This design comes from an exercise in tuning for small area on the open sky130 flow, not from production work. Where RTL was checked, it was by simulation tests only, not by an equivalence proof against the original. Function not checked in runs 3 to 6: the RTL went through the layout flow alone. Power and IR drop assume default switching activity.

==> design/flow/design.v <==
`timescale 1ns / 100ps
module fixed_point_divider #(
    IN_WIDTH = 12,
    OUT_WIDTH = 12
) (
    input clk,
    input rst_n,
    input logic din_valid,
    input  logic signed [ IN_WIDTH-1:0] rs1,
    input  logic signed [ IN_WIDTH-1:0] rs2,
    output logic        [OUT_WIDTH-1:0] rd,
    output logic                        dout_valid
);
  logic [4:0] rcnt;
  wire rdone = (rcnt == 5'd23);
  always_ff @(posedge clk or negedge rst_n) begin
    if (!rst_n) rcnt <= '0;
    else if (!rdone) rcnt <= rcnt + 5'd1;
  end
  assign dout_valid = rdone & (rd != 12'h7ff);
  wire [10:0] a = rs1[10:0];
  wire [10:0] b = rs2[10:0];
  wire [11:0] ma, mb;
  assign ma[0] = 1'b0;
  assign mb[0] = 1'b0;
  for (genvar i = 0; i < 11; i++) begin : g_neg
    assign ma[i+1] = ma[i] | (rs1[11] & a[i]);
    assign mb[i+1] = mb[i] | (rs2[11] & b[i]);
  end
  wire [10:0] A0 = a ^ ma[10:0];
  wire [10:0] B0 = b ^ mb[10:0];
  wire [10:0] nB0 = ~B0;
  wire sat = ({1'b0, A0[10:1]} >= B0);
  wire [11:0] s0_t = {1'b0, A0};
  wire [10:0] s0_g = ~s0_t[10:0] & ~nB0;
  wire [10:0] s0_p = ~(s0_t[10:0] ^ ~nB0);
  wire s0_G1_0 = s0_g[1] | (s0_p[1] & s0_g[0]);
  wire s0_G2_0 = s0_g[2] | (s0_p[2] & s0_G1_0);
  wire s0_G3_0 = s0_g[3] | (s0_p[3] & s0_G2_0);
  wire s0_G4_0 = s0_g[4] | (s0_p[4] & s0_G3_0);
  wire s0_G5_0 = s0_g[5] | (s0_p[5] & s0_G4_0);
  wire s0_G6_0 = s0_g[6] | (s0_p[6] & s0_G5_0);
  wire s0_G7_0 = s0_g[7] | (s0_p[7] & s0_G6_0);
  wire s0_G8_0 = s0_g[8] | (s0_p[8] & s0_G7_0);
  wire s0_G9_0 = s0_g[9] | (s0_p[9] & s0_G8_0);
  wire s0_G10_0 = s0_g[10] | (s0_p[10] & s0_G9_0);
  wire [11:0] s0_c = {s0_G10_0, s0_G9_0, s0_G8_0, s0_G7_0, s0_G6_0, s0_G5_0, s0_G4_0, s0_G3_0, s0_G2_0, s0_G1_0, s0_g[0], 1'b0};
  wire [11:0] s0_bw = s0_c;
  wire s0_q = s0_t[11] | ~s0_bw[11];
  wire [11:0] s0_cc = ~s0_bw;
  wire [10:0] s0_r = s0_q ? (s0_t[10:0] ^ nB0 ^ s0_cc[10:0]) : s0_t[10:0];
  wire [10:0] nB1 = nB0 | {11{sat | ~din_valid}};
  wire [0:0] q0 = s0_q & din_valid;
  logic [10:0] r_p1;
  logic [10:0] nB_p1;
  logic [0:0] q_p1;
  always_ff @(posedge clk) begin
    r_p1 <= ~s0_r;
    nB_p1 <= ~nB1;
    q_p1 <= q0;
  end
  wire [10:0] r_p1_n = ~r_p1;
  wire [10:0] nB_p1_n = ~nB_p1;
  wire [11:0] s1_t = {r_p1_n, 1'b0};
  wire [10:0] s1_g = ~s1_t[10:0] & ~nB_p1_n;
  wire [10:0] s1_p = ~(s1_t[10:0] ^ ~nB_p1_n);
  wire s1_G1_0 = s1_g[1] | (s1_p[1] & s1_g[0]);
  wire s1_G2_0 = s1_g[2] | (s1_p[2] & s1_G1_0);
  wire s1_G3_0 = s1_g[3] | (s1_p[3] & s1_G2_0);
  wire s1_G4_0 = s1_g[4] | (s1_p[4] & s1_G3_0);
  wire s1_G5_0 = s1_g[5] | (s1_p[5] & s1_G4_0);
  wire s1_G6_0 = s1_g[6] | (s1_p[6] & s1_G5_0);
  wire s1_G7_0 = s1_g[7] | (s1_p[7] & s1_G6_0);
  wire s1_G8_0 = s1_g[8] | (s1_p[8] & s1_G7_0);
  wire s1_G9_0 = s1_g[9] | (s1_p[9] & s1_G8_0);
  wire s1_G10_0 = s1_g[10] | (s1_p[10] & s1_G9_0);
  wire [11:0] s1_c = {s1_G10_0, s1_G9_0, s1_G8_0, s1_G7_0, s1_G6_0, s1_G5_0, s1_G4_0, s1_G3_0, s1_G2_0, s1_G1_0, s1_g[0], 1'b0};
  wire [11:0] s1_bw = s1_c;
  wire s1_q = s1_t[11] | ~s1_bw[11];
  wire [11:0] s1_cc = ~s1_bw;
  wire [10:0] s1_r = s1_q ? (s1_t[10:0] ^ nB_p1_n ^ s1_cc[10:0]) : s1_t[10:0];
  wire [1:0] q1 = {q_p1, s1_q};
  wire [11:0] s2_t = {s1_r, 1'b0};
  wire [10:0] s2_g = ~s2_t[10:0] & ~nB_p1_n;
  wire [10:0] s2_p = ~(s2_t[10:0] ^ ~nB_p1_n);
  wire s2_G1_0 = s2_g[1] | (s2_p[1] & s2_g[0]);
  wire s2_G2_0 = s2_g[2] | (s2_p[2] & s2_G1_0);
  wire s2_G3_0 = s2_g[3] | (s2_p[3] & s2_G2_0);
  wire s2_G4_0 = s2_g[4] | (s2_p[4] & s2_G3_0);
  wire s2_G5_0 = s2_g[5] | (s2_p[5] & s2_G4_0);
  wire s2_G6_0 = s2_g[6] | (s2_p[6] & s2_G5_0);
  wire s2_G7_0 = s2_g[7] | (s2_p[7] & s2_G6_0);
  wire s2_G8_0 = s2_g[8] | (s2_p[8] & s2_G7_0);
  wire s2_G9_0 = s2_g[9] | (s2_p[9] & s2_G8_0);
  wire s2_G10_0 = s2_g[10] | (s2_p[10] & s2_G9_0);
  wire [11:0] s2_c = {s2_G10_0, s2_G9_0, s2_G8_0, s2_G7_0, s2_G6_0, s2_G5_0, s2_G4_0, s2_G3_0, s2_G2_0, s2_G1_0, s2_g[0], 1'b0};
  wire [11:0] s2_bw = s2_c;
  wire s2_q = s2_t[11] | ~s2_bw[11];
  wire [11:0] s2_cc = ~s2_bw;
  wire [10:0] s2_r = s2_q ? (s2_t[10:0] ^ nB_p1_n ^ s2_cc[10:0]) : s2_t[10:0];
  wire [2:0] q2 = {q1, s2_q};
  logic [10:0] r_p2;
  logic [10:0] nB_p2;
  logic [2:0] q_p2;
  always_ff @(posedge clk) begin
    r_p2 <= ~s2_r;
    nB_p2 <= ~nB_p1_n;
    q_p2 <= q2;
  end
  wire [10:0] r_p2_n = ~r_p2;
  wire [10:0] nB_p2_n = ~nB_p2;
  wire [11:0] s3_t = {r_p2_n, 1'b0};
  wire [10:0] s3_g = ~s3_t[10:0] & ~nB_p2_n;
  wire [10:0] s3_p = ~(s3_t[10:0] ^ ~nB_p2_n);
  wire s3_G1_0 = s3_g[1] | (s3_p[1] & s3_g[0]);
  wire s3_G2_0 = s3_g[2] | (s3_p[2] & s3_G1_0);
  wire s3_G3_0 = s3_g[3] | (s3_p[3] & s3_G2_0);
  wire s3_G4_0 = s3_g[4] | (s3_p[4] & s3_G3_0);
  wire s3_G5_0 = s3_g[5] | (s3_p[5] & s3_G4_0);
  wire s3_G6_0 = s3_g[6] | (s3_p[6] & s3_G5_0);
  wire s3_G7_0 = s3_g[7] | (s3_p[7] & s3_G6_0);
  wire s3_G8_0 = s3_g[8] | (s3_p[8] & s3_G7_0);
  wire s3_G9_0 = s3_g[9] | (s3_p[9] & s3_G8_0);
  wire s3_G10_0 = s3_g[10] | (s3_p[10] & s3_G9_0);
  wire [11:0] s3_c = {s3_G10_0, s3_G9_0, s3_G8_0, s3_G7_0, s3_G6_0, s3_G5_0, s3_G4_0, s3_G3_0, s3_G2_0, s3_G1_0, s3_g[0], 1'b0};
  wire [11:0] s3_bw = s3_c;
  wire s3_q = s3_t[11] | ~s3_bw[11];
  wire [11:0] s3_cc = ~s3_bw;
  wire [10:0] s3_r = s3_q ? (s3_t[10:0] ^ nB_p2_n ^ s3_cc[10:0]) : s3_t[10:0];
  wire [3:0] q3 = {q_p2, s3_q};
  wire [11:0] s4_t = {s3_r, 1'b0};
  wire [10:0] s4_g = ~s4_t[10:0] & ~nB_p2_n;
  wire [10:0] s4_p = ~(s4_t[10:0] ^ ~nB_p2_n);
  wire s4_G1_0 = s4_g[1] | (s4_p[1] & s4_g[0]);
  wire s4_G2_0 = s4_g[2] | (s4_p[2] & s4_G1_0);
  wire s4_G3_0 = s4_g[3] | (s4_p[3] & s4_G2_0);
  wire s4_G4_0 = s4_g[4] | (s4_p[4] & s4_G3_0);
  wire s4_G5_0 = s4_g[5] | (s4_p[5] & s4_G4_0);
  wire s4_G6_0 = s4_g[6] | (s4_p[6] & s4_G5_0);
  wire s4_G7_0 = s4_g[7] | (s4_p[7] & s4_G6_0);
  wire s4_G8_0 = s4_g[8] | (s4_p[8] & s4_G7_0);
  wire s4_G9_0 = s4_g[9] | (s4_p[9] & s4_G8_0);
  wire s4_G10_0 = s4_g[10] | (s4_p[10] & s4_G9_0);
  wire [11:0] s4_c = {s4_G10_0, s4_G9_0, s4_G8_0, s4_G7_0, s4_G6_0, s4_G5_0, s4_G4_0, s4_G3_0, s4_G2_0, s4_G1_0, s4_g[0], 1'b0};
  wire [11:0] s4_bw = s4_c;
  wire s4_q = s4_t[11] | ~s4_bw[11];
  wire [11:0] s4_cc = ~s4_bw;
  wire [10:0] s4_r = s4_q ? (s4_t[10:0] ^ nB_p2_n ^ s4_cc[10:0]) : s4_t[10:0];
  wire [4:0] q4 = {q3, s4_q};
  logic [10:0] r_p3;
  logic [10:0] nB_p3;
  logic [4:0] q_p3;
  always_ff @(posedge clk) begin
    r_p3 <= ~s4_r;
    nB_p3 <= ~nB_p2_n;
    q_p3 <= q4;
  end
  wire [10:0] r_p3_n = ~r_p3;
  wire [10:0] nB_p3_n = ~nB_p3;
  wire [11:0] s5_t = {r_p3_n, 1'b0};
  wire [10:0] s5_g = ~s5_t[10:0] & ~nB_p3_n;
  wire [10:0] s5_p = ~(s5_t[10:0] ^ ~nB_p3_n);
  wire s5_G1_0 = s5_g[1] | (s5_p[1] & s5_g[0]);
  wire s5_G2_0 = s5_g[2] | (s5_p[2] & s5_G1_0);
  wire s5_G3_0 = s5_g[3] | (s5_p[3] & s5_G2_0);
  wire s5_G4_0 = s5_g[4] | (s5_p[4] & s5_G3_0);
  wire s5_G5_0 = s5_g[5] | (s5_p[5] & s5_G4_0);
  wire s5_G6_0 = s5_g[6] | (s5_p[6] & s5_G5_0);
  wire s5_G7_0 = s5_g[7] | (s5_p[7] & s5_G6_0);
  wire s5_G8_0 = s5_g[8] | (s5_p[8] & s5_G7_0);
  wire s5_G9_0 = s5_g[9] | (s5_p[9] & s5_G8_0);
  wire s5_G10_0 = s5_g[10] | (s5_p[10] & s5_G9_0);
  wire [11:0] s5_c = {s5_G10_0, s5_G9_0, s5_G8_0, s5_G7_0, s5_G6_0, s5_G5_0, s5_G4_0, s5_G3_0, s5_G2_0, s5_G1_0, s5_g[0], 1'b0};
  wire [11:0] s5_bw = s5_c;
  wire s5_q = s5_t[11] | ~s5_bw[11];
  wire [11:0] s5_cc = ~s5_bw;
  wire [10:0] s5_r = s5_q ? (s5_t[10:0] ^ nB_p3_n ^ s5_cc[10:0]) : s5_t[10:0];
  wire [5:0] q5 = {q_p3, s5_q};
  wire [11:0] s6_t = {s5_r, 1'b0};
  wire [10:0] s6_g = ~s6_t[10:0] & ~nB_p3_n;
  wire [10:0] s6_p = ~(s6_t[10:0] ^ ~nB_p3_n);
  wire s6_G1_0 = s6_g[1] | (s6_p[1] & s6_g[0]);
  wire s6_G2_0 = s6_g[2] | (s6_p[2] & s6_G1_0);
  wire s6_G3_0 = s6_g[3] | (s6_p[3] & s6_G2_0);
  wire s6_G4_0 = s6_g[4] | (s6_p[4] & s6_G3_0);
  wire s6_G5_0 = s6_g[5] | (s6_p[5] & s6_G4_0);
  wire s6_G6_0 = s6_g[6] | (s6_p[6] & s6_G5_0);
  wire s6_G7_0 = s6_g[7] | (s6_p[7] & s6_G6_0);
  wire s6_G8_0 = s6_g[8] | (s6_p[8] & s6_G7_0);
  wire s6_G9_0 = s6_g[9] | (s6_p[9] & s6_G8_0);
  wire s6_G10_0 = s6_g[10] | (s6_p[10] & s6_G9_0);
  wire [11:0] s6_c = {s6_G10_0, s6_G9_0, s6_G8_0, s6_G7_0, s6_G6_0, s6_G5_0, s6_G4_0, s6_G3_0, s6_G2_0, s6_G1_0, s6_g[0], 1'b0};
  wire [11:0] s6_bw = s6_c;
  wire s6_q = s6_t[11] | ~s6_bw[11];
  wire [11:0] s6_cc = ~s6_bw;
  wire [10:0] s6_r = s6_q ? (s6_t[10:0] ^ nB_p3_n ^ s6_cc[10:0]) : s6_t[10:0];
  wire [6:0] q6 = {q5, s6_q};
  logic [10:0] r_p4;
  logic [10:0] nB_p4;
  logic [6:0] q_p4;
  always_ff @(posedge clk) begin
    r_p4 <= ~s6_r;
    nB_p4 <= ~nB_p3_n;
    q_p4 <= q6;
  end
  wire [10:0] r_p4_n = ~r_p4;
  wire [10:0] nB_p4_n = ~nB_p4;
  wire [11:0] s7_t = {r_p4_n, 1'b0};
  wire [10:0] s7_g = ~s7_t[10:0] & ~nB_p4_n;
  wire [10:0] s7_p = ~(s7_t[10:0] ^ ~nB_p4_n);
  wire s7_G1_0 = s7_g[1] | (s7_p[1] & s7_g[0]);
  wire s7_G2_0 = s7_g[2] | (s7_p[2] & s7_G1_0);
  wire s7_G3_0 = s7_g[3] | (s7_p[3] & s7_G2_0);
  wire s7_G4_0 = s7_g[4] | (s7_p[4] & s7_G3_0);
  wire s7_G5_0 = s7_g[5] | (s7_p[5] & s7_G4_0);
  wire s7_G6_0 = s7_g[6] | (s7_p[6] & s7_G5_0);
  wire s7_G7_0 = s7_g[7] | (s7_p[7] & s7_G6_0);
  wire s7_G8_0 = s7_g[8] | (s7_p[8] & s7_G7_0);
  wire s7_G9_0 = s7_g[9] | (s7_p[9] & s7_G8_0);
  wire s7_G10_0 = s7_g[10] | (s7_p[10] & s7_G9_0);
  wire [11:0] s7_c = {s7_G10_0, s7_G9_0, s7_G8_0, s7_G7_0, s7_G6_0, s7_G5_0, s7_G4_0, s7_G3_0, s7_G2_0, s7_G1_0, s7_g[0], 1'b0};
  wire [11:0] s7_bw = s7_c;
  wire s7_q = s7_t[11] | ~s7_bw[11];
  wire [11:0] s7_cc = ~s7_bw;
  wire [10:0] s7_r = s7_q ? (s7_t[10:0] ^ nB_p4_n ^ s7_cc[10:0]) : s7_t[10:0];
  wire [7:0] q7 = {q_p4, s7_q};
  wire [11:0] s8_t = {s7_r, 1'b0};
  wire [10:0] s8_g = ~s8_t[10:0] & ~nB_p4_n;
  wire [10:0] s8_p = ~(s8_t[10:0] ^ ~nB_p4_n);
  wire s8_G1_0 = s8_g[1] | (s8_p[1] & s8_g[0]);
  wire s8_G2_0 = s8_g[2] | (s8_p[2] & s8_G1_0);
  wire s8_G3_0 = s8_g[3] | (s8_p[3] & s8_G2_0);
  wire s8_G4_0 = s8_g[4] | (s8_p[4] & s8_G3_0);
  wire s8_G5_0 = s8_g[5] | (s8_p[5] & s8_G4_0);
  wire s8_G6_0 = s8_g[6] | (s8_p[6] & s8_G5_0);
  wire s8_G7_0 = s8_g[7] | (s8_p[7] & s8_G6_0);
  wire s8_G8_0 = s8_g[8] | (s8_p[8] & s8_G7_0);
  wire s8_G9_0 = s8_g[9] | (s8_p[9] & s8_G8_0);
  wire s8_G10_0 = s8_g[10] | (s8_p[10] & s8_G9_0);
  wire [11:0] s8_c = {s8_G10_0, s8_G9_0, s8_G8_0, s8_G7_0, s8_G6_0, s8_G5_0, s8_G4_0, s8_G3_0, s8_G2_0, s8_G1_0, s8_g[0], 1'b0};
  wire [11:0] s8_bw = s8_c;
  wire s8_q = s8_t[11] | ~s8_bw[11];
  wire [11:0] s8_cc = ~s8_bw;
  wire [10:0] s8_r = s8_q ? (s8_t[10:0] ^ nB_p4_n ^ s8_cc[10:0]) : s8_t[10:0];
  wire [8:0] q8 = {q7, s8_q};
  logic [10:0] r_p5;
  logic [10:0] nB_p5;
  logic [8:0] q_p5;
  always_ff @(posedge clk) begin
    r_p5 <= ~s8_r;
    nB_p5 <= ~nB_p4_n;
    q_p5 <= q8;
  end
  wire [10:0] r_p5_n = ~r_p5;
  wire [10:0] nB_p5_n = ~nB_p5;
  wire [11:0] s9_t = {r_p5_n, 1'b0};
  wire [10:0] s9_g = ~s9_t[10:0] & ~nB_p5_n;
  wire [10:0] s9_p = ~(s9_t[10:0] ^ ~nB_p5_n);
  wire s9_G1_0 = s9_g[1] | (s9_p[1] & s9_g[0]);
  wire s9_G2_0 = s9_g[2] | (s9_p[2] & s9_G1_0);
  wire s9_G3_0 = s9_g[3] | (s9_p[3] & s9_G2_0);
  wire s9_G4_0 = s9_g[4] | (s9_p[4] & s9_G3_0);
  wire s9_G5_0 = s9_g[5] | (s9_p[5] & s9_G4_0);
  wire s9_G6_0 = s9_g[6] | (s9_p[6] & s9_G5_0);
  wire s9_G7_0 = s9_g[7] | (s9_p[7] & s9_G6_0);
  wire s9_G8_0 = s9_g[8] | (s9_p[8] & s9_G7_0);
  wire s9_G9_0 = s9_g[9] | (s9_p[9] & s9_G8_0);
  wire s9_G10_0 = s9_g[10] | (s9_p[10] & s9_G9_0);
  wire [11:0] s9_c = {s9_G10_0, s9_G9_0, s9_G8_0, s9_G7_0, s9_G6_0, s9_G5_0, s9_G4_0, s9_G3_0, s9_G2_0, s9_G1_0, s9_g[0], 1'b0};
  wire [11:0] s9_bw = s9_c;
  wire s9_q = s9_t[11] | ~s9_bw[11];
  wire [11:0] s9_cc = ~s9_bw;
  wire [10:0] s9_r = s9_q ? (s9_t[10:0] ^ nB_p5_n ^ s9_cc[10:0]) : s9_t[10:0];
  wire [9:0] q9 = {q_p5, s9_q};
  wire [11:0] s10_t = {s9_r, 1'b0};
  wire [10:0] s10_g = ~s10_t[10:0] & ~nB_p5_n;
  wire [10:0] s10_p = ~(s10_t[10:0] ^ ~nB_p5_n);
  wire s10_G1_0 = s10_g[1] | (s10_p[1] & s10_g[0]);
  wire s10_G2_0 = s10_g[2] | (s10_p[2] & s10_G1_0);
  wire s10_G3_0 = s10_g[3] | (s10_p[3] & s10_G2_0);
  wire s10_G4_0 = s10_g[4] | (s10_p[4] & s10_G3_0);
  wire s10_G5_0 = s10_g[5] | (s10_p[5] & s10_G4_0);
  wire s10_G6_0 = s10_g[6] | (s10_p[6] & s10_G5_0);
  wire s10_G7_0 = s10_g[7] | (s10_p[7] & s10_G6_0);
  wire s10_G8_0 = s10_g[8] | (s10_p[8] & s10_G7_0);
  wire s10_G9_0 = s10_g[9] | (s10_p[9] & s10_G8_0);
  wire s10_G10_0 = s10_g[10] | (s10_p[10] & s10_G9_0);
  wire [11:0] s10_c = {s10_G10_0, s10_G9_0, s10_G8_0, s10_G7_0, s10_G6_0, s10_G5_0, s10_G4_0, s10_G3_0, s10_G2_0, s10_G1_0, s10_g[0], 1'b0};
  wire [11:0] s10_bw = s10_c;
  wire s10_q = s10_t[11] | ~s10_bw[11];
  wire [11:0] s10_cc = ~s10_bw;
  wire [10:0] s10_r = s10_q ? (s10_t[10:0] ^ nB_p5_n ^ s10_cc[10:0]) : s10_t[10:0];
  wire [10:0] q10 = {q9, s10_q};
  wire [11:0] s11_t = {s10_r, 1'b0};
  wire [10:0] s11_g = ~s11_t[10:0] & ~nB_p5_n;
  wire [10:0] s11_p = ~(s11_t[10:0] ^ ~nB_p5_n);
  wire s11_G1_0 = s11_g[1] | (s11_p[1] & s11_g[0]);
  wire s11_G3_2 = s11_g[3] | (s11_p[3] & s11_g[2]);
  wire s11_P3_2 = s11_p[3] & s11_p[2];
  wire s11_G5_4 = s11_g[5] | (s11_p[5] & s11_g[4]);
  wire s11_P5_4 = s11_p[5] & s11_p[4];
  wire s11_G7_6 = s11_g[7] | (s11_p[7] & s11_g[6]);
  wire s11_P7_6 = s11_p[7] & s11_p[6];
  wire s11_G9_8 = s11_g[9] | (s11_p[9] & s11_g[8]);
  wire s11_P9_8 = s11_p[9] & s11_p[8];
  wire s11_G2_0 = s11_g[2] | (s11_p[2] & s11_G1_0);
  wire s11_G3_0 = s11_G3_2 | (s11_P3_2 & s11_G1_0);
  wire s11_G6_4 = s11_g[6] | (s11_p[6] & s11_G5_4);
  wire s11_P6_4 = s11_p[6] & s11_P5_4;
  wire s11_G7_4 = s11_G7_6 | (s11_P7_6 & s11_G5_4);
  wire s11_P7_4 = s11_P7_6 & s11_P5_4;
  wire s11_G10_8 = s11_g[10] | (s11_p[10] & s11_G9_8);
  wire s11_P10_8 = s11_p[10] & s11_P9_8;
  wire s11_G4_0 = s11_g[4] | (s11_p[4] & s11_G3_0);
  wire s11_G5_0 = s11_G5_4 | (s11_P5_4 & s11_G3_0);
  wire s11_G6_0 = s11_G6_4 | (s11_P6_4 & s11_G3_0);
  wire s11_G7_0 = s11_G7_4 | (s11_P7_4 & s11_G3_0);
  wire s11_G8_0 = s11_g[8] | (s11_p[8] & s11_G7_0);
  wire s11_G9_0 = s11_G9_8 | (s11_P9_8 & s11_G7_0);
  wire s11_G10_0 = s11_G10_8 | (s11_P10_8 & s11_G7_0);
  wire [11:0] s11_c = {s11_G10_0, s11_G9_0, s11_G8_0, s11_G7_0, s11_G6_0, s11_G5_0, s11_G4_0, s11_G3_0, s11_G2_0, s11_G1_0, s11_g[0], 1'b0};
  wire [11:0] s11_bw = s11_c;
  wire s11_q = s11_t[11] | ~s11_bw[11];
  wire [11:0] s11_cc = ~s11_bw;
  wire [11:0] q11 = {q10, s11_q};
  logic [11:0] q_p6;
  always_ff @(posedge clk) begin
    q_p6 <= q11;
  end
  logic [11:0] dl[16];
  always_ff @(posedge clk) begin
    dl[0] <= q_p6;
    for (int i = 1; i < 16; i++) dl[i] <= dl[i-1];
    rd <= dl[15];
  end
endmodule
==> design/flow/flow/run.sh <==
#!/bin/bash
# Layout flow: the standard ORFS flow (standard.sh), with two changes to
# how the layout is built:
#  - ports are buffered with sky130_fd_sc_hd__buf_1 instead of the buffer
#    ORFS picks by itself (a 10 um2 clock-delay buffer);
#  - clock tree synthesis uses clkbuf_8 leaf clusters and no dummy loads.
# Everything else (synthesis, floorplan, power grid, placement, routing) is
# the standard flow.  The full output goes to flow.log in this folder; the
# per-step ORFS logs are under orfs/logs/.
set -euo pipefail
cd "$(dirname "$0")/.."
export BUFFER_PORTS_ARGS="-buffer_cell sky130_fd_sc_hd__buf_1"
export CTS_ARGS="-sink_clustering_enable -repair_clock_nets -dont_use_dummy_load -buf_list sky130_fd_sc_hd__clkbuf_8 -sink_clustering_size 22 -sink_clustering_max_diameter 50"
bash standard.sh > flow.log 2>&1
==> design/flow/constraint.sdc <==
create_clock -name core_clock -period 10.0 [get_ports {clk}]
set_input_delay 2.0000 -clock core_clock [delete_from_list [all_inputs] [get_ports {clk}]]
set_output_delay 2.0000 -clock core_clock [all_outputs]
set_load 0.01 [all_outputs]
==> design/flow/config.mk <==
export PLATFORM = sky130hd
export DESIGN_NAME = fixed_point_divider
export DESIGN_NICKNAME = fixed_point_divider
export VERILOG_FILES = /design/flow/design.v
export SDC_FILE = /design/flow/constraint.sdc
export NUM_CORES = 4
export LEC_CHECK = 0
export CAP_MARGIN = 20
export CORE_MARGIN = 2
export CORE_UTILIZATION = 70
export SLEW_MARGIN = 20
==> design/flow/standard.sh <==
#!/bin/bash
# synth_recipe.tcl (not shown) runs the flow's synth.tcl, then flattens the netlist and writes it again
# the make line also repeats each setting of config.mk as NAME=value (left out here)
make -C /OpenROAD-flow-scripts/flow DESIGN_CONFIG=/design/flow/config.mk WORK_HOME=/design/flow/orfs CLKGATE_MAP_FILE= SYNTH_SCRIPT=/design/flow/synth_recipe.tcl "${@:-finish}"
==> results of run 1 <==
-- cell families after synthesis --
logic type	share of synthesized area, %
adders and majority gates	20.8
muxes	8.33
buffers and inverters	2.24
AOI/OAI and AO/OA	2.42
DFF	60.1
and+or+nand+nor	4.26
xor gates and xnor gates	1.76
-- repair_timing --
item | in CTS | in global routing
setup endpoints to repair | 1 | 1
gates resized for setup | 3 | 7
hold buffers | 0 | 0
buffers inserted | 1 | 0
-- area by class of cell --
cell class	instances	area share, %
Clock buffer	27	2.92
Inverter	57	1.68
Multi-Input combinational cell	400	35.4
Sequential cell	356	56.3
Tap cell	220	2.17
Timing Repair Buffer	46	1.57
-- per-stage QoR --
stage	setup TNS, ps	setup slack (ps)
3_3_place_gp	0	230
3_5_place_dp	-145	-145
5_1_grt	0	3.87
4_1_cts	0	38.9
6_report	0	391
2_1_floorplan	0	8.69
-- sequential cells by signal, indices dropped and copies added, names as in the netlist --
| register | cells |
|---|---|
| dl | 192 |
| nB_p1 | 11 |
| nB_p2 | 11 |
| nB_p3 | 11 |
| nB_p4 | 11 |
| nB_p5 | 11 |
| q_p1 | 1 |
| q_p2 | 3 |
| q_p3 | 5 |
| q_p4 | 7 |
| q_p5 | 9 |
| q_p6 | 12 |
| r_p1 | 11 |
| r_p2 | 11 |
| r_p3 | 11 |
| r_p4 | 11 |
| r_p5 | 11 |
| rcnt | 5 |
| rd | 12 |
-- power breakdown --
part | total (W) | internal, W | switching [W]
clock network | 0.000622 | 0.000241 | 0.000381
registers | 0.00208 | 0.00188 | 0.000191
logic | 0.00195 | 0.00104 | 0.000914
total | 0.00465 | 0.00316 | 0.00149
-- routing by layer --
layer / global-route usage (%) / vias up / wire length, um
li1: - / 2744 / -
met1: 24.8 / 2807 / 6850
met2: 34.3 / 70 / 8040
met3: 2.76 / 33 / 447
met4: 5.50 / 0 / 342
met5: 0 / - / 0
-- critical path: cells and delay by family (launching register included) --
| family | cells | cell delay (ps) |
|---|---|---|
| DFF | 1 | 360 |
| buffers and inverters | 4 | 300 |
| muxes | 1 | 290 |
| AOI/OAI and AO/OA | 3 | 610 |
| adders and majority gates | 21 | 7460 |
| and+or+nand+nor | 4 | 480 |
-- worst max path at each step --
stage | from | end | slack (ps)
final | nB_p5[0]$_DFF_P_ | q_p6[0]$_DFF_P_ | 390
after global routing | nB_p5[0]$_DFF_P_ | q_p6[0]$_DFF_P_ | 4
after CTS | nB_p5[0]$_DFF_P_ | q_p6[0]$_DFF_P_ | 40
after detailed placement | nB_p5[0]$_DFF_P_ | q_p6[0]$_DFF_P_ | -140
after global placement | nB_p5[0]$_DFF_P_ | q_p6[0]$_DFF_P_ | 230
after floorplan | nB_p5[0]$_DFF_P_ | q_p6[0]$_DFF_P_ | 9
-- cells in the mapped netlist (10+ instances only) --
library cell	instances	share of area, %
a21oi_1	18	0.76
clkbuf_1	12	0.38
dfxtp_1	351	59
fa_1	110	19
ha_1	22	2.3
inv_1	57	1.8
mux2_2	79	7.5
nand2_1	51	1.6
nor2_1	31	0.98
o21ai_0	10	0.42
xnor2_1	11	0.81
xor2_1	11	0.81
-- cell usage in the layout (no fill, tap or decap), types with 7 or more instances in the layout --
master / instances
dfxtp_1: 350
fa_1: 105
mux2_2: 79
inv_1: 57
nand2_1: 51
buf_1: 39
nor2_1: 31
clkbuf_8: 27
ha_1: 22
a21oi_1: 18
xnor2_1: 11
xor2_1: 11
o21ai_0: 10
mux2i_1: 9
buf_4: 7
==> out/results.ini, run 1 <==
[status]
status=finished clean

[worst_setup_path]
cp.required_ps=10430
r2r_slack_ps=390
timing.rr.start=nB_p5[0]$_DFF_P_
worstSetupEndpointType=register
path_class=register to register
arrival_ps=10040
crit_path_max_incr_delay_ps=430
worst_setup_path_start_kind=register
reg2reg_depth=33
crit_path_frequent_cell=fa_1
slowest_stage=fa_1
crit_fanout=12
r2r_end=q_p6[0]$_DFF_P_

[finish]
stdcell_count=1106
multi_input_area_sq_mm=0.00450
drive_gt1_share_pct=14.4
nets=1047
seqCellArea_sq_mm=0.00715
utilization_pct=76.6
nFillCells=1049
area_growth_pct=6.89
fin_area_sq_mm=0.0127
diodes=0

[clock_tree]
cts_buffer_depth=3
cts_tree=yes
clock_latency_ps=550
root_buffer=clkbuf_8
cts_max_level=1
cts.clk_slew.worst_paths_ps=110
clock-sinks=356
cts_inserted_buffers=27

[drt]
drc=0
via_count=5654
routedWlPerCell_um=14.2
detail-route-antenna-nets=0
wl_mm=15.7
drt_iter0_markers=187
firstDrtPassIters=4
viasPerCell=5.11

[min_path]
min_to=dl[3][11]$_DFF_P_
min_path_type=register to register
hold_path_depth=0
hp-start=dl[2][11]$_DFF_P_

[timing]
holdWs_ps=257
finalHoldViolCount=0
fmax_ghz=0.104
relSlewSlack_pct=53.7
fin_crit_sh_pct=96.1
skew_ps=59.6
slew_violations=0
rsz0062_at_grt=false
setup_violations=0
worst_pin_slew_ps=692
finalCriticalPeriod_ps=9610

[die]
initial_core_util_pct=71.7
die_h_um=134
die_w_um=134
coreArea_sq_mm=0.0166
num_rows=47
die_area_sq_mm=0.0180
io_pins=40

[placed_design]
place_area_sq_mm=0.0123
gp_congestion=0.792
placed_cells=1078
io_buffers=39
post-dp-hpwl_mm=12.0

[logic_synthesis]
synth.avg_cell_area_sq_um=14.4
synthFlopType=dfxtp_1
ys_warn_count=2
ys_ff_latch=356
yosysUniqueCellTypes=43
synthCells=827
synth_edf_count=0
syn_area_sq_mm=0.0119
ys_async_sr_fraction_pct=1.40
synth_nets=986
ys_seq_area_share_pct=60.1

[power_and_ir_drop]
power_density_mw_per_mm2=366
p_total_w=0.00465
peakVddDrop_mv=0.294
p_leak_nw=5.32

[grt]
grt_first_pass_wirelength_mm=28.2
grt_overflow=0
first_global_vias=6226
grtUsageTotal_pct=19.3
grt_max_degree=23
antenna_found_initial=0

[job]
maxCapViolations=0

==> inputs of run 2 (changes only) <==
--- a/design/flow/config.mk
+++ b/design/flow/config.mk
@@ -7,5 +7,6 @@
 export LEC_CHECK = 0
 export CAP_MARGIN = 20
 export CORE_MARGIN = 2
-export CORE_UTILIZATION = 70
+export CORE_UTILIZATION = 75
+export PLACE_DENSITY = 0.85
 export SLEW_MARGIN = 20
==> run 2 against run 1 <==
  * Utilization grew 4.0 points
  * Worst setup slack gained 94 ps
  * Fmax grew 0.99%
  * Via count grew 0.41%
==> out/results.ini, run 2 <==
[placed_design]
gp_congestion=0.769  ; -2.9%
post-dp-hpwl_mm=12.8  ; +7.0%
post-place-ws_ps=-142  ; +2.79 ps
io_buffers=39  ; unchanged

[drt]
firstDrtPassIters=4  ; unchanged
viasPerCell=5.16  ; +0.95%
via_count=5677  ; +0.41%
routedWlPerCell_um=15.3  ; +8.0%
wl_mm=16.8  ; +7.4%
drt_iter0_markers=200  ; +7.0%
detail-route-antenna-nets=0  ; unchanged
drc=0  ; unchanged

[clock_tree]
cts_max_level=1  ; unchanged
clock-sinks=356  ; unchanged
cts.clk_slew.worst_paths_ps=110  ; about the same
clock_latency_ps=550  ; about the same
cts_inserted_buffers=24  ; -11%
cts_buffer_depth=3  ; unchanged
cts_tree=yes
root_buffer=clkbuf_8
holdBufCountCts=0  ; unchanged

[timing]
skew_ps=47.7  ; -11.9 ps
fmax_ghz=0.105  ; +0.99%
relSlewSlack_pct=53.4  ; -0.37 points
worst_pin_slew_ps=698  ; +5.50 ps
finalHoldViolCount=0  ; unchanged
slew_violations=0  ; unchanged
fin_crit_sh_pct=95.2  ; -0.94 points
setup_slack_ps=485  ; +93.8 ps
finalCriticalPeriod_ps=9520  ; -93.8 ps
setup_violations=0  ; unchanged
fin_tns_setup_ps=0  ; unchanged

[die]
io_pins=40  ; unchanged
die_w_um=130  ; -3.3%
num_rows=46  ; -2.1%
coreArea_sq_mm=0.0157  ; -5.3%
die_h_um=130  ; -3.3%
initial_core_util_pct=75.7  ; +4.0 points
die_area_sq_mm=0.0169  ; -6.5%

[power_and_ir_drop]
sw_frac_of_total_pct=32.5  ; +0.51 points
power_density_mw_per_mm2=369  ; +0.89%
p_leak_nw=5.31  ; -0.30%
clockPowerShare_pct=12.8  ; -0.6 points
p_comb_share_pct=42.7  ; +0.7 points
switching_power_w=0.00152  ; +2.2%
power_frac_seq_pct=44.5  ; about the same
intPower_w=0.00316  ; -0.16%
peakVddDrop_mv=0.290  ; -1.3%

[logic_synthesis]
synth_edf_count=0  ; unchanged
synth_area_leader_cell=dfxtp_1
synthCells=827  ; unchanged
synthFlopType=dfxtp_1
yosysMostFrequentCell=dfxtp_1
synth_nets=986  ; unchanged
ys_async_sr_fraction_pct=1.40  ; unchanged
synth_top_area_share_pct=59.1  ; unchanged
netlist_top_cells_count=dfxtp_1, fa_1, mux2_2, inv_1, nand2_1
ys_seq_area_share_pct=60.1  ; unchanged
synth.avg_cell_area_sq_um=14.4  ; unchanged
ys_top_cells_by_area=dfxtp_1, fa_1, mux2_2
yosysUniqueCellTypes=43  ; unchanged
ys_warn_count=2  ; unchanged
syn_area_sq_mm=0.0119  ; unchanged
ys_ff_latch=356  ; unchanged

[worst_setup_path]
r2r_end=q_p6[0]$_DFF_P_
crit_path_max_incr_delay_ps=430  ; about the same
timing.rr.start=nB_p5[0]$_DFF_P_
crit_fanout=10  ; -2
worst_setup_path_start_kind=register
cp-startpoint=nB_p5[0]$_DFF_P_
reg2reg_depth=33  ; unchanged
arrival_ps=9980  ; -60 ps
worstSetupEndpointType=register
cp.required_ps=10470  ; +40 ps
r2r_slack_ps=480  ; +90 ps
crit_path_frequent_cell=fa_1
slowest_stage=fa_1
path_class=register to register

[finish]
largest_reg_flops=192  ; unchanged
diodes=0  ; unchanged
drive_gt1_share_pct=14.4  ; -0.080 points
nets=1045  ; -0.19%
final_common_cell=dfxtp_1
reg_top3=dl: 192 flops, q_p6: 12 flops, rd: 12 flops
utilization_pct=80.7  ; +4.0 points
layout_common_cells=dfxtp_1, fa_1, mux2_2
area_growth_pct=6.59
nFillCells=858  ; -18%
top_register=dl

[grt]
grt_overflow=0  ; unchanged
grt_max_degree=23  ; unchanged
antenna_found_initial=0  ; unchanged
grtUsageTotal_pct=21.7  ; +2.5 points
first_global_vias=6365  ; +2.2%
grt_first_pass_wirelength_mm=29.0  ; +2.6%

[job]
maxCapViolations=0  ; unchanged

[min_path]
hold_path_depth=0  ; unchanged
hp-start=dl[1][11]$_DFF_P_
min_path_type=register to register
min_to=dl[2][11]$_DFF_P_

[status]
status=finished clean

==> run 2: cell counts after synthesis <==
No cell type changed its count.
==> run 2: worst max-delay path by stage <==
stage	end	slack [ps]
3_3_place_gp	q_p6[0]$_DFF_P_	210
3_5_place_dp	q_p6[0]$_DFF_P_	-140
5_1_grt	q_p6[0]$_DFF_P_	-4
6_report	q_p6[0]$_DFF_P_	480
2_1_floorplan	q_p6[0]$_DFF_P_	9
4_1_cts	q_p6[0]$_DFF_P_	20
==> run 2: cell families (layout without fill, tap and decap cells) <==
group	Yosys count	in the layout	share of synthesized area, %
adder cells (fa/ha/maj)	132	132	20.8
buffers and inverters	71	128	2.24
AO/OA/AOI/OAI	45	45	2.42
multiplexers	89	89	8.33
XOR/XNOR	23	23	1.76
flip-flops	356	356	60.1
AND/OR/NAND/NOR	111	111	4.26
==> run 2: metal layers <==
metal | GRT usage (%) | wire (um)
met5 | 0 | 0
met4 | 6.01 | 347
met3 | 3.40 | 477
met2 | 40.9 | 8980
met1 | 26.0 | 7040
==> run 2: power groups by stage <==
stage	logic, W	registers (W)	clock network, W
finish	0.00200	0.00208	0.000600
CTS	0.00202	0.00209	0.000619
floorplan	0.00154	0.00206	0
global placement	0.00185	0.00210	0
global route	0.00232	0.00214	0.000669
detailed placement	0.00200	0.00212	0
==> run 2: timing repair <==
action	in CTS	in global routing
gates resized for setup	3	8
buffers inserted	0	2
endpoints found under the setup margin	1	1
gates cloned	0	0
==> run 2: cell type report <==
cell class | count | area, sq um | area share [%]
Tap cell | 216 | 270 | 2.13
Multi-Input combinational cell | 400 | 4500 | 35.5
Inverter | 57 | 214 | 1.69
Sequential cell | 356 | 7150 | 56.4
Timing Repair Buffer | 47 | 206 | 1.63
Clock buffer | 24 | 330 | 2.61
==> run 2: worst max-delay path: cells and delay by family (launching register included) <==
| kind | cells | cell delay (ps) |
|---|---|---|
| AND/OR/NAND/NOR | 4 | 460 |
| AO/OA/AOI/OAI | 3 | 560 |
| buffers and inverters | 4 | 300 |
| multiplexers | 1 | 280 |
| flip-flops | 1 | 370 |
| adder cells (fa/ha/maj) | 21 | 7460 |
==> run 2: metrics by stage <==
| step | area [sq um] | std cells | hold WS [ps] | power, W |
|---|---|---|---|---|
| floorplan | 11900 | 827 | 310 | 0.00359 |
| global placement | 12300 | 1074 | 309 | 0.00395 |
| detailed placement | 12300 | 1074 | 312 | 0.00412 |
| CTS | 12600 | 1098 | 295 | 0.00473 |
| global route | 12700 | 1100 | 283 | 0.00513 |
| finish | 12700 | 1100 | 289 | 0.00468 |
==> inputs of run 3 (changes only) <==
--- a/design/flow/design.v
+++ b/design/flow/design.v
@@ -11,11 +11,16 @@
     output logic        [OUT_WIDTH-1:0] rd,
     output logic                        dout_valid
 );
-  logic [4:0] rcnt;
-  wire rdone = (rcnt == 5'd23);
+  logic [4:0] rlf;
+  logic rdone;
   always_ff @(posedge clk or negedge rst_n) begin
-    if (!rst_n) rcnt <= '0;
-    else if (!rdone) rcnt <= rcnt + 5'd1;
+    if (!rst_n) begin
+      rlf <= '0;
+      rdone <= 1'b0;
+    end else begin
+      rlf <= {rlf[3:0], ~(rlf[4] ^ rlf[2])};
+      rdone <= rdone | (rlf == 5'b01101);
+    end
   end
   assign dout_valid = rdone & (rd != 12'h7ff);
   wire [10:0] a = rs1[10:0];
--- a/design/flow/flow/run.sh
+++ b/design/flow/flow/run.sh
@@ -10,5 +10,5 @@
 set -euo pipefail
 cd "$(dirname "$0")/.."
 export BUFFER_PORTS_ARGS="-buffer_cell sky130_fd_sc_hd__buf_1"
-export CTS_ARGS="-sink_clustering_enable -repair_clock_nets -dont_use_dummy_load -buf_list sky130_fd_sc_hd__clkbuf_8 -sink_clustering_size 22 -sink_clustering_max_diameter 50"
+export CTS_ARGS="-sink_clustering_enable -repair_clock_nets -dont_use_dummy_load -buf_list sky130_fd_sc_hd__clkbuf_8 -sink_clustering_size 22 -sink_clustering_max_diameter 40"
 bash standard.sh > flow.log 2>&1
==> run 3 against run 2 <==
  * Critical endpoint unchanged
  * Critical path depth is the same
  * Final cell count about the same
  * Combinational power increased by 5%
  * Largest cell class unchanged
  * Area after synthesis fell by 0.43%
  * Hold slack got worse by 12 ps
  * Utilization grew 3.0 points
  * Non-clock buffer count is 3 higher
  * Sequential power about the same
  * Die area is 0.42% lower
  * Routed wire length increased by 9.2%
  * First-iteration DRC count grew 6.5%
==> out/results.ini, run 3 <==
[status]
status=finished clean

[power_and_ir_drop]
power_density_mw_per_mm2=386  ; +4.5%
p_comb_share_pct=42.6  ; about the same
clockPowerShare_pct=14.8  ; +2.0 points
intPower_w=0.00330  ; +4.5%
switching_power_w=0.00164  ; +7.8%
sw_frac_of_total_pct=33.2  ; +0.69 points
peakVddDrop_mv=0.321  ; +11%
power_frac_seq_pct=42.6  ; -1.9 points
p_leak_nw=5.39  ; +1.5%

[finish]
stdcell_count=1099  ; -0.091%
largest_reg_flops=192  ; unchanged
utilization_pct=83.6  ; +3.0 points
area_growth_pct=8.16
drive_gt1_share_pct=16.0  ; +1.6 points
top_register=dl
diodes=0  ; unchanged
nFillCells=765  ; -11%
layout_common_cells=dfxtp_1, fa_1, mux2_2
nets=1048  ; +0.29%
final_common_cell=dfxtp_1
reg_top3=dl: 192 flops, q_p6: 12 flops, rd: 12 flops

[placed_design]
io_buffers=39  ; unchanged
post-dp-hpwl_mm=13.3  ; +3.4%
gp_congestion=0.774  ; +0.66%
placed_cells=1058  ; -1.5%
post-place-ws_ps=-194  ; -51.8 ps

[worst_setup_path]
cp-startpoint=nB_p5[1]$_DFF_P_
cp.required_ps=10340  ; -130 ps
timing.rr.start=nB_p5[1]$_DFF_P_
critical_path_buf_inv_count=5  ; +1
arrival_ps=10000  ; +20 ps
crit_path_max_incr_delay_ps=430  ; about the same
crit_family=adder cells
crit_fanout=11  ; +1
worstSetupEndpointType=register
path_class=register to register
crit_path_frequent_cell=fa_1
slowest_stage=fa_1
worst_setup_path_start_kind=register

[die]
coreArea_sq_mm=0.0153  ; -2.5%
die_h_um=130  ; -0.21%
die_w_um=130  ; -0.21%
num_rows=45  ; -2.2%
initial_core_util_pct=77.3  ; +1.6 points
io_pins=40  ; unchanged
die_area_sq_mm=0.0168  ; -0.42%

[timing]
skew_ps=64.7  ; +17.0 ps
finalHoldViolCount=0  ; unchanged
fin_crit_sh_pct=96.6  ; +1.5 points
relSlewSlack_pct=54.0  ; +0.65 points
worst_pin_slew_ps=689  ; -8.96 ps
slew_violations=0  ; unchanged
fmax_ghz=0.103  ; -1.5%
finalCriticalPeriod_ps=9660  ; +147 ps
setup_violations=0  ; unchanged
setup_slack_ps=338  ; -147 ps

[grt]
grtUsageTotal_pct=24.3  ; +2.6 points
grt_first_pass_wirelength_mm=31.5  ; +8.7%
met2_usage_pct=44.0  ; +3.1 points
first_global_vias=6582  ; +3.4%
grt_busiest_layer=met2
met3_usage_pct=4.34  ; +0.93 points
antenna_found_initial=0  ; unchanged
grt_overflow=0  ; unchanged
grt_max_degree=23  ; unchanged
met1_usage_pct=28.8  ; +2.8 points

[logic_synthesis]
netlist_top_cells_count=dfxtp_1, fa_1, mux2_2, inv_1, nand2_1
syn_area_sq_mm=0.0118  ; -0.43%
ys_seq_area_share_pct=60.6  ; +0.47 points
ys_warn_count=2  ; unchanged
synthFlopType=dfxtp_1
ys_async_sr_fraction_pct=1.68  ; +0.28 points
ys_top_cells_by_area=dfxtp_1, fa_1, mux2_2
synth_area_leader_cell=dfxtp_1
synth_nets=975  ; -1.1%
synth.avg_cell_area_sq_um=14.5  ; +0.79%
synth_edf_count=0  ; unchanged
yosysUniqueCellTypes=43  ; unchanged
synthCells=817  ; -1.2%
yosysMostFrequentCell=dfxtp_1
synth_top_area_share_pct=59.4  ; +0.26 points
ys_ff_latch=357  ; +0.28%

[drt]
firstDrtPassIters=4  ; unchanged
via_count=5840  ; +2.9%
wl_mm=18.4  ; +9.2%
drc=0  ; unchanged
detail-route-antenna-nets=0  ; unchanged
drt_iter0_markers=213  ; +6.5%
viasPerCell=5.31  ; +3.0%
routedWlPerCell_um=16.7  ; +9.3%

[clock_tree]
cts_max_level=2  ; +1
cts.clk_slew.worst_paths_ps=110  ; about the same
root_buffer=clkbuf_8
cts_buffer_depth=3  ; unchanged
clock-sinks=357  ; +0.28%
holdBufCountCts=0  ; unchanged
cts_inserted_buffers=35  ; +46%
cts_tree=yes
clock_latency_ps=540  ; about the same

[min_path]
min_path_type=register to register
hp-start=dl[5][11]$_DFF_P_

[job]
maxCapViolations=0  ; unchanged

## run 3: stage by stage
stage / power, W / TNS (ps) / instance area (sq um) / hold WS, ps
after CTS: 0.00493 / 0 / 12700 / 274
after floorplan: 0.00360 / 0 / 11800 / 310
after detailed placement: 0.00416 / -194 / 12200 / 312
final: 0.00494 / 0 / 12800 / 277
after global placement: 0.00394 / 0 / 12200 / 310
after global routing: 0.00536 / -211 / 12800 / 277
## run 3: what timing repair did
action	4_1_cts	5_1_grt
setup buffers	0	6
endpoints found under the setup margin	1	1
resized for setup	5	8
pin swaps	0	1
## run 3: routing by layer
metal  vias up  share of wire, %
met1      2943                40
li1       2743                 -
met2       112                54
met3        42               3.3
met4         0               2.7
met5         -                 0
## run 3: final cells by class
cell class	instances	area [sq um]	area share [%]
sequential	357	7180	56.1
multi-input combinational	389	4440	34.7
clock buffer	35	482	3.76
tap	211	264	2.06
timing repair buffer	50	229	1.79
inverter	57	214	1.67
## run 3: power by group through the flow
| stage | Clock, W | Sequential (W) | Combinational, W |
|---|---|---|---|
| finish | 0.000730 | 0.00210 | 0.00211 |
| global route | 0.000800 | 0.00215 | 0.00241 |
| CTS | 0.000749 | 0.00211 | 0.00207 |
| detailed placement | 0 | 0.00213 | 0.00203 |
| global placement | 0 | 0.00210 | 0.00184 |
| floorplan | 0 | 0.00206 | 0.00154 |
## run 3: path summary, 6_finish.rpt
kind	end	slack, ps	depth (start not counted)
worst max-delay path	q_p6[0]$_DFF_P_	340	33
worst min-delay path	dl[6][11]$_DFF_P_	280	0
worst max register to register	q_p6[0]$_DFF_P_	340	33
worst min register to register	dl[6][11]$_DFF_P_	280	0
max in group asynchronous	rdone$_DFF_PN0_	8450	1
min in group asynchronous	rlf[2]$_DFF_PN0_	1310	1
## run 3: cell families (layout without fill, tap and decap cells)
group / Yosys count / count (layout) / synth area share [%]
buffers and inverters: 71 / 142 / 2.25
XOR/XNOR: 21 / 21 / 1.62
multiplexers: 88 / 88 / 8.28
AO/OA/AOI/OAI: 47 / 47 / 2.57
AND/OR/NAND/NOR: 102 / 102 / 3.85
adder cells (fa/ha/maj): 131 / 131 / 20.8
flip-flops: 357 / 357 / 60.6
==> inputs of run 4 (changes only) <==
--- a/design/flow/flow/run.sh
+++ b/design/flow/flow/run.sh
@@ -10,5 +10,5 @@
 set -euo pipefail
 cd "$(dirname "$0")/.."
 export BUFFER_PORTS_ARGS="-buffer_cell sky130_fd_sc_hd__buf_1"
-export CTS_ARGS="-sink_clustering_enable -repair_clock_nets -dont_use_dummy_load -buf_list sky130_fd_sc_hd__clkbuf_8 -sink_clustering_size 22 -sink_clustering_max_diameter 40"
+export CTS_ARGS="-sink_clustering_enable -repair_clock_nets -dont_use_dummy_load -buf_list sky130_fd_sc_hd__clkbuf_8 -sink_clustering_size 18 -sink_clustering_max_diameter 50"
 bash standard.sh > flow.log 2>&1
==> run 4 against run 3 <==
  * Largest power group unchanged
  * Count of clock-buffer cells in the layout shrank 8
  * Combinational power is essentially flat
  * Sequential power is essentially flat
  * Final cell count shrank 1.2%
  * Worst setup slack gained 50 ps
==> out/results.ini, run 4 <==
[worst_setup_path]
crit_path_max_incr_delay_ps=430  ; about the same
critical_path_buf_inv_count=4  ; -1
worst_setup_path_start_kind=register
r2r_slack_ps=390  ; +50 ps
path_class=register to register
timing.rr.start=nB_p5[0]$_DFF_P_
worstSetupEndpointType=register
reg2reg_depth=33  ; unchanged
arrival_ps=10030  ; +30 ps
r2r_end=q_p6[0]$_DFF_P_
cp.required_ps=10410  ; +70 ps
crit_family=adder cells
crit_path_frequent_cell=fa_1
crit_fanout=8  ; -3
slowest_stage=fa_1

[grt]
met1_usage_pct=29.4  ; +0.57 points
grt_max_degree=19  ; -17%
first_global_vias=6544  ; -0.58%
grt_overflow=0  ; unchanged
grtUsageTotal_pct=24.3  ; -0.032 points
met3_usage_pct=4.09  ; -0.25 points
grt_busiest_layer=met2
antenna_found_initial=0  ; unchanged
grt_first_pass_wirelength_mm=31.7  ; +0.81%
met2_usage_pct=43.9  ; -0.12 points

[die]
num_rows=45  ; unchanged
io_pins=40  ; unchanged
die_area_sq_mm=0.0168  ; unchanged
coreArea_sq_mm=0.0153  ; unchanged
die_w_um=130  ; unchanged
die_h_um=130  ; unchanged
initial_core_util_pct=77.3  ; unchanged

[timing]
setup_violations=0  ; unchanged
finalCriticalPeriod_ps=9610  ; -49.6 ps
skew_ps=74.1  ; +9.39 ps
finalHoldViolCount=0  ; unchanged
relSlewSlack_pct=54.0  ; about the same
fmax_ghz=0.104  ; +0.52%
fin_tns_setup_ps=0  ; unchanged
setup_slack_ps=388  ; +49.6 ps
rsz0062_at_grt=false
worst_pin_slew_ps=688  ; -0.397 ps
fin_crit_sh_pct=96.1  ; -0.50 points
slew_violations=0  ; unchanged

[power_and_ir_drop]
p_total_w=0.00485  ; -1.8%
peakVddDrop_mv=0.286  ; -11%
power_density_mw_per_mm2=383  ; -0.75%
p_leak_nw=5.30  ; -1.6%

[finish]
nFillCells=790  ; +3.3%
largest_reg_flops=192  ; unchanged
utilization_pct=82.7  ; -0.87 points
top_register=dl
drive_gt1_share_pct=15.2  ; -0.79 points
final_common_cell=dfxtp_1
fin_area_sq_mm=0.0127  ; -1.0%
diodes=0  ; unchanged
nets=1035  ; -1.2%
reg_top3=dl: 192 flops, q_p6: 12 flops, rd: 12 flops
area_growth_pct=7.03
layout_common_cells=dfxtp_1, fa_1, mux2_2

[clock_tree]
clock_latency_ps=570  ; +30 ps
clock-sinks=357  ; unchanged
post-cts-setup-buffers=0  ; unchanged
cts_buffer_depth=3  ; unchanged
root_buffer=clkbuf_8
cts_tree=yes
cts_max_level=1  ; -1
cts.clk_slew.worst_paths_ps=100  ; about the same
cts_inserted_buffers=27  ; -23%

[job]
maxCapViolations=0  ; unchanged

[placed_design]
io_buffers=39  ; unchanged
post-place-ws_ps=-194  ; unchanged
place_area_sq_mm=0.0122  ; unchanged
post-dp-hpwl_mm=13.3  ; unchanged
gp_congestion=0.774  ; unchanged

[logic_synthesis]
synth.avg_cell_area_sq_um=14.5  ; unchanged
synthFlopType=dfxtp_1
ys_async_sr_fraction_pct=1.68  ; unchanged
synth_top_area_share_pct=59.4  ; unchanged
synth_nets=975  ; unchanged
yosysUniqueCellTypes=43  ; unchanged
netlist_top_cells_count=dfxtp_1, fa_1, mux2_2, inv_1, nand2_1
yosysMostFrequentCell=dfxtp_1
ys_seq_area_share_pct=60.6  ; unchanged
ys_ff_latch=357  ; unchanged
synth_xor_area_share_pct=1.62  ; unchanged
ys_top_cells_by_area=dfxtp_1, fa_1, mux2_2
synth_edf_count=0  ; unchanged
syn_area_sq_mm=0.0118  ; unchanged
synth_compound_area_share_pct=2.57  ; unchanged
synthCells=817  ; unchanged
synthMuxAreaShare_pct=8.28  ; unchanged
synth_top_family_by_area=adder cells
yosys.area_share.simple_pct=3.85  ; unchanged
synthAdderAreaFrac_pct=20.8  ; unchanged
synth_area_leader_cell=dfxtp_1
ys_warn_count=2  ; unchanged

[drt]
via_count=5797  ; -0.74%
drc=0  ; unchanged
routedWlPerCell_um=17.0  ; +1.4%
firstDrtPassIters=4  ; unchanged
drt_iter0_markers=203  ; -4.7%
wl_mm=18.4  ; +0.16%
viasPerCell=5.34  ; +0.45%
detail-route-antenna-nets=0  ; unchanged

[min_path]
min_to=dl[0][0]$_DFF_P_
hp-start=q_p6[0]$_DFF_P_
hold_path_depth=0  ; unchanged
min_path_type=register to register

[status]
status=finished clean

==> run 4: cell counts after synthesis <==
Identical to the previous run, type by type.
==> run 4: report_power, final <==
group / switching (W) / internal [W]
clock: 0.000397 / 0.000242
sequential: 0.000213 / 0.00189
combinational: 0.00103 / 0.00108
==> run 4: what timing repair did <==
| item | 4_1_cts | 5_1_grt |
|---|---|---|
| setup endpoints to repair | 1 | 11 |
| gates resized for setup | 7 | 12 |
| endpoints found under the hold margin | 0 | 0 |
| cloned | 1 | 0 |
| hold buffers | 0 | 0 |
| pin swaps | 0 | 0 |
==> run 4: kinds of logic after synthesis <==
| logic type | Yosys count |
|---|---|
| AO/OA/AOI/OAI | 47 |
| flip-flops | 357 |
| adder cells (fa/ha/maj) | 131 |
| multiplexers | 88 |
| XOR/XNOR | 21 |
| buffers and inverters | 71 |
| AND/OR/NAND/NOR | 102 |
==> run 4: how the worst max path moves through the flow <==
stage                           from         endpoint  cells past startpoint
finish              nB_p5[0]$_DFF_P_  q_p6[0]$_DFF_P_                     33
CTS                 nB_p5[0]$_DFF_P_  q_p6[0]$_DFF_P_                     33
global placement    nB_p5[0]$_DFF_P_  q_p6[0]$_DFF_P_                     33
detailed placement  nB_p5[0]$_DFF_P_  q_p6[0]$_DFF_P_                     35
floorplan           nB_p5[0]$_DFF_P_  q_p6[0]$_DFF_P_                     36
global route        nB_p5[0]$_DFF_P_  q_p6[0]$_DFF_P_                     35
==> run 4: cell type report <==
cell class / instances / area [sq um] / share of cell area (%)
inverters: 57 / 214 / 1.69
multi-input cells: 390 / 4460 / 35.2
well taps: 211 / 264 / 2.08
repair buffers: 44 / 184 / 1.45
clock buffers: 27 / 372 / 2.93
flip-flops and latches: 357 / 7180 / 56.7
==> run 4: metrics by stage <==
step | cells | hold WS, ps
2_1_floorplan | 817 | 310
3_5_place_dp | 1058 | 312
3_3_place_gp | 1058 | 310
4_1_cts | 1086 | 241
6_report | 1086 | 247
5_1_grt | 1086 | 240
==> run 4: routing by layer <==
metal	share of wire [%]	vias to the layer above	routed length (um)
met5	0	-	0
met2	53	129	9780
met1	40	2898	7360
li1	-	2720	-
met3	3.9	50	712
met4	3.1	0	576
==> run 4: worst reg2reg max path: cells and delay by family, from the launching register on <==
kind                       cells  cell delay (ps)
adders and majority gates     21             7380
AOI/OAI and AO/OA              4              760
buffers and inverters          4              370
muxes                          1              290
and+or+nand+nor                3              270
DFF                            1              380
==> inputs of run 5 (changes only) <==
--- a/design/flow/flow/run.sh
+++ b/design/flow/flow/run.sh
@@ -10,5 +10,5 @@
 set -euo pipefail
 cd "$(dirname "$0")/.."
 export BUFFER_PORTS_ARGS="-buffer_cell sky130_fd_sc_hd__buf_1"
-export CTS_ARGS="-sink_clustering_enable -repair_clock_nets -dont_use_dummy_load -buf_list sky130_fd_sc_hd__clkbuf_8 -sink_clustering_size 18 -sink_clustering_max_diameter 50"
+export CTS_ARGS="-sink_clustering_enable -repair_clock_nets -dont_use_dummy_load -buf_list sky130_fd_sc_hd__clkbuf_8 sky130_fd_sc_hd__clkbuf_16 -sink_clustering_size 30 -sink_clustering_max_diameter 50"
 bash standard.sh > flow.log 2>&1
==> run 5 against run 4 <==
  * The run now fails in clock tree synthesis (4_1_cts)
  * Area after synthesis stayed put
  * Synthesized cell count stayed put
==> out/results.ini, run 5 <==
[logic_synthesis]
synth_nets=975  ; unchanged
ys_top_cells_by_area=dfxtp_1, fa_1, mux2_2
ys_ff_latch=357  ; unchanged
synth_area_leader_cell=dfxtp_1
netlist_top_cells_count=dfxtp_1, fa_1, mux2_2, inv_1, nand2_1
synth_top_area_share_pct=59.4  ; unchanged
synthFlopType=dfxtp_1
syn_area_sq_mm=0.0118  ; unchanged
synth_edf_count=0  ; unchanged
yosysUniqueCellTypes=43  ; unchanged
ys_warn_count=2  ; unchanged
yosysMostFrequentCell=dfxtp_1
synthCells=817  ; unchanged
synth.avg_cell_area_sq_um=14.5  ; unchanged
ys_seq_area_share_pct=60.6  ; unchanged
ys_async_sr_fraction_pct=1.68  ; unchanged

[placed_design]
gp_congestion=0.774  ; unchanged
io_buffers=39  ; unchanged
post-dp-hpwl_mm=13.3  ; unchanged

[status]
stop_stage=clock tree synthesis (4_1_cts)
error=[ERROR STA-0564] clock_tree_synthesis positional arguments not supported.
status=aborted with a tool error

[die]
die_w_um=130  ; unchanged
io_pins=40  ; unchanged
num_rows=45  ; unchanged
die_h_um=130  ; unchanged
initial_core_util_pct=77.3  ; unchanged

[run 5: worst min-delay path by stage]
stage,start,endpoint,depth (start not counted)
2_1_floorplan,q_p6[0]$_DFF_P_,dl[0][0]$_DFF_P_,0
3_3_place_gp,dl[1][0]$_DFF_P_,dl[2][0]$_DFF_P_,0
3_5_place_dp,dl[1][4]$_DFF_P_,dl[2][4]$_DFF_P_,0
[run 5: cell families after synthesis]
kind of cell,Yosys count,share of synthesized area [%]
AND/OR/NAND/NOR,102,3.85
AO/OA/AOI/OAI,47,2.57
multiplexers,88,8.28
buffers and inverters,71,2.25
adder cells (fa/ha/maj),131,20.8
XOR/XNOR,21,1.62
flip-flops,357,60.6
[run 5: power groups by stage]
stage	combinational, W	clock (W)	sequential [W]
detailed placement	0.00203	0	0.00213
global placement	0.00184	0	0.00210
floorplan	0.00154	0	0.00206
[run 5: per-stage QoR]
stage	setup TNS (ps)	cells	cell area, sq um	setup slack, ps	power [W]
3_3_place_gp	0	1058	12200	250	0.00394
2_1_floorplan	0	817	11800	24.2	0.00360
3_5_place_dp	-194	1058	12200	-194	0.00416
==> inputs of run 6 (changes only) <==
--- a/design/flow/flow/run.sh
+++ b/design/flow/flow/run.sh
@@ -10,5 +10,5 @@
 set -euo pipefail
 cd "$(dirname "$0")/.."
 export BUFFER_PORTS_ARGS="-buffer_cell sky130_fd_sc_hd__buf_1"
-export CTS_ARGS="-sink_clustering_enable -repair_clock_nets -dont_use_dummy_load -buf_list sky130_fd_sc_hd__clkbuf_8 sky130_fd_sc_hd__clkbuf_16 -sink_clustering_size 30 -sink_clustering_max_diameter 50"
+export CTS_ARGS="-sink_clustering_enable -repair_clock_nets -dont_use_dummy_load -buf_list sky130_fd_sc_hd__clkbuf_16 -sink_clustering_size 30 -sink_clustering_max_diameter 50"
 bash standard.sh > flow.log 2>&1
==> run 6 against run 5 <==
  * Area after synthesis unchanged
  * The run now finishes clean
  * Synthesized cell count unchanged
==> out/results.ini, run 6 <==
[status]
status=finished clean

[timing]
slew_violations=0
finalHoldViolCount=0
finalCriticalPeriod_ps=9860
fin_crit_sh_pct=98.6
setup_slack_ps=140
setup_violations=0
skew_ps=63.6
fmax_ghz=0.101
worst_pin_slew_ps=696
relSlewSlack_pct=53.5

[grt]
grt_overflow=0
grt_first_pass_wirelength_mm=34.8
grt_max_degree=31
first_global_vias=6662
grtUsageTotal_pct=27.2
antenna_found_initial=0

[worst_setup_path]
cp.required_ps=10400
slowest_stage=fa_1
crit_path_max_incr_delay_ps=430
arrival_ps=10260
reg2reg_depth=33
worst_setup_path_start_kind=register
path_class=register to register
r2r_slack_ps=140
crit_fanout=8
timing.rr.start=nB_p5[0]$_DFF_P_
worstSetupEndpointType=register
r2r_end=q_p6[0]$_DFF_P_

[finish]
nets=1034
largest_reg_flops=192
drive_gt1_share_pct=15.2
nFillCells=716
layout_common_cells=dfxtp_1, fa_1, mux2_2
multi_input_area_sq_mm=0.00446
utilization_pct=84.3
reg_top3=dl: 192 flops, q_p6: 12 flops, rd: 12 flops
top_register=dl
seqCellArea_sq_mm=0.00718
diodes=0
final_common_cell=dfxtp_1
area_growth_pct=9.09

[logic_synthesis]
synth_edf_count=0  ; unchanged
yosysMostFrequentCell=dfxtp_1
synth_area_leader_cell=dfxtp_1
ys_ff_latch=357  ; unchanged
synthFlopType=dfxtp_1
synth_xor_area_share_pct=1.62  ; unchanged
synthMuxAreaShare_pct=8.28  ; unchanged
syn_area_sq_mm=0.0118  ; unchanged
synth.avg_cell_area_sq_um=14.5  ; unchanged
synthAdderAreaFrac_pct=20.8  ; unchanged
yosys.area_share.simple_pct=3.85  ; unchanged
synth_compound_area_share_pct=2.57  ; unchanged
synth_top_area_share_pct=59.4  ; unchanged
yosysUniqueCellTypes=43  ; unchanged
synth_top_family_by_area=adder cells
ys_top_cells_by_area=dfxtp_1, fa_1, mux2_2
ys_seq_area_share_pct=60.6  ; unchanged
synthCells=817  ; unchanged
netlist_top_cells_count=dfxtp_1, fa_1, mux2_2, inv_1, nand2_1
ys_warn_count=2  ; unchanged
synth_nets=975  ; unchanged
ys_async_sr_fraction_pct=1.68  ; unchanged

[power_and_ir_drop]
power_density_mw_per_mm2=407
peakVddDrop_mv=0.336
p_leak_nw=5.41
power_frac_seq_pct=40.5
p_total_w=0.00525
switching_power_w=0.00181
intPower_w=0.00344
clockPowerShare_pct=16.4
p_comb_share_pct=43.2
sw_frac_of_total_pct=34.5

[min_path]
min_to=dl[0][0]$_DFF_P_
hp-start=q_p6[0]$_DFF_P_
min_path_type=register to register
hold_path_depth=0

[die]
io_pins=40  ; unchanged
coreArea_sq_mm=0.0153
die_area_sq_mm=0.0168
die_h_um=130  ; unchanged
num_rows=45  ; unchanged
initial_core_util_pct=77.3  ; unchanged
die_w_um=130  ; unchanged

[drt]
viasPerCell=5.65
firstDrtPassIters=5
detail-route-antenna-nets=0
drc=0
drt_iter0_markers=393
wl_mm=21.4
routedWlPerCell_um=19.7
via_count=6125

[job]
maxCapViolations=0

[clock_tree]
clock_latency_ps=540
cts.clk_slew.worst_paths_ps=90
holdBufCountCts=0
root_buffer=clkbuf_16
cts_tree=yes
cts_inserted_buffers=24
cts_max_level=1
cts_buffer_depth=3
clock-sinks=357

[placed_design]
post-place-ws_ps=-194  ; unchanged
post-dp-hpwl_mm=13.3  ; unchanged
io_buffers=39  ; unchanged
gp_congestion=0.774  ; unchanged

run 6: area by class of cell:
class / count / share of cell area [%]
clock buffers: 24 / 4.65
inverters: 57 / 1.66
multi-input cells: 390 / 34.5
flip-flops and latches: 357 / 55.6
well taps: 211 / 2.04
repair buffers: 46 / 1.54
run 6: worst max path at each step:
stage / slack, ps / endpoint / from / cells after the start
2_1_floorplan: 20 / q_p6[0]$_DFF_P_ / nB_p5[0]$_DFF_P_ / 36
3_3_place_gp: 250 / q_p6[0]$_DFF_P_ / nB_p5[0]$_DFF_P_ / 33
3_5_place_dp: -190 / q_p6[0]$_DFF_P_ / nB_p5[0]$_DFF_P_ / 35
4_1_cts: 50 / q_p6[0]$_DFF_P_ / nB_p5[1]$_DFF_P_ / 33
5_1_grt: -110 / q_p6[0]$_DFF_P_ / nB_p5[0]$_DFF_P_ / 33
6_report: 140 / q_p6[0]$_DFF_P_ / nB_p5[0]$_DFF_P_ / 33
run 6: logic make-up after synthesis:
group | after synthesis
mux | 88
simple gates | 102
compound gates | 47
fa+ha+maj | 131
buf+inv | 71
flops | 357
xor+xnor | 21
run 6: power by group through the flow:
| stage | Clock, W | Sequential (W) | Combinational (W) |
|---|---|---|---|
| 2_1_floorplan | 0 | 0.00206 | 0.00154 |
| 3_3_place_gp | 0 | 0.00210 | 0.00184 |
| 3_5_place_dp | 0 | 0.00213 | 0.00203 |
| 4_1_cts | 0.000867 | 0.00213 | 0.00222 |
| 5_1_grt | 0.000921 | 0.00216 | 0.00253 |
| 6_report | 0.000859 | 0.00213 | 0.00227 |
run 6: routing by layer:
layer | global-route usage, % | part of all wire, % | routed length, um
met5 | 0 | 0 | 0
met4 | 10.6 | 4.5 | 957
met3 | 4.38 | 4.5 | 957
met2 | 49.4 | 52 | 11200
met1 | 32.6 | 39 | 8310
run 6: critical path: cells and delay by family, from the launching register on:
kind / cells / cell delay (ps)
fa+ha+maj: 21 / 7560
compound gates: 4 / 810
flops: 1 / 380
buf+inv: 4 / 360
mux: 1 / 310
simple gates: 3 / 280
run 6: repair_timing:
item,in CTS,in global routing
setup buffers,2,0
pin swaps,0,0
setup endpoints to repair,1,11
resized for setup,9,9
cloned,1,0
run 6: stage by stage:
stage          hold slack (ps)  cells  instance area, sq um  setup TNS, ps
2_1_floorplan              310    817                 11800              0
3_3_place_gp               310   1058                 12200              0
3_5_place_dp               312   1058                 12200           -194
4_1_cts                    273   1085                 12900              0
5_1_grt                    270   1085                 12900           -110
6_report                   276   1085                 12900              0

-- separate check: timing with driven ports --
How much do the figures lean on ideal ports? The routed layouts below were timed once more, with nothing changed but the port constraints.
Step 1: set_driving_cell puts a clkbuf_16 on clk and a buf_2 on each other input, an assumption about the parent block.
Step 2 times the ports against the registers' clock, not the clock port: input delays grow and output delays shrink by t, the midpoint of the rising clock arrivals with the driver on.
Three values: ideal, step 1, step 2; two values: the first two.
| run | t (ns) | setup slack, ns | worst hold slack (ns) | worst setup path at the end | worst slew at a driven data input, ns |
|---|---|---|---|---|---|
| run 1 | 0.565 | 0.391 / 0.391 / 0.391 | 0.257 / 0.257 / 0.257 | register to register | 0.04 |
| run 2 | 0.560 | 0.485 / 0.485 / 0.485 | 0.289 / 0.289 / 0.289 | register to register | 0.04 |
| run 3 | 0.548 | 0.338 / 0.338 / 0.338 | 0.277 / 0.277 / 0.277 | register to register | 0.06 |
| run 4 | 0.570 | 0.388 / 0.388 / 0.388 | 0.247 / 0.247 / 0.247 | register to register | 0.05 |
| run 6 | 0.550 | 0.140 / 0.140 / 0.140 | 0.276 / 0.276 / 0.276 | register to register | 0.06 |
After both steps every run listed still meets setup and hold.
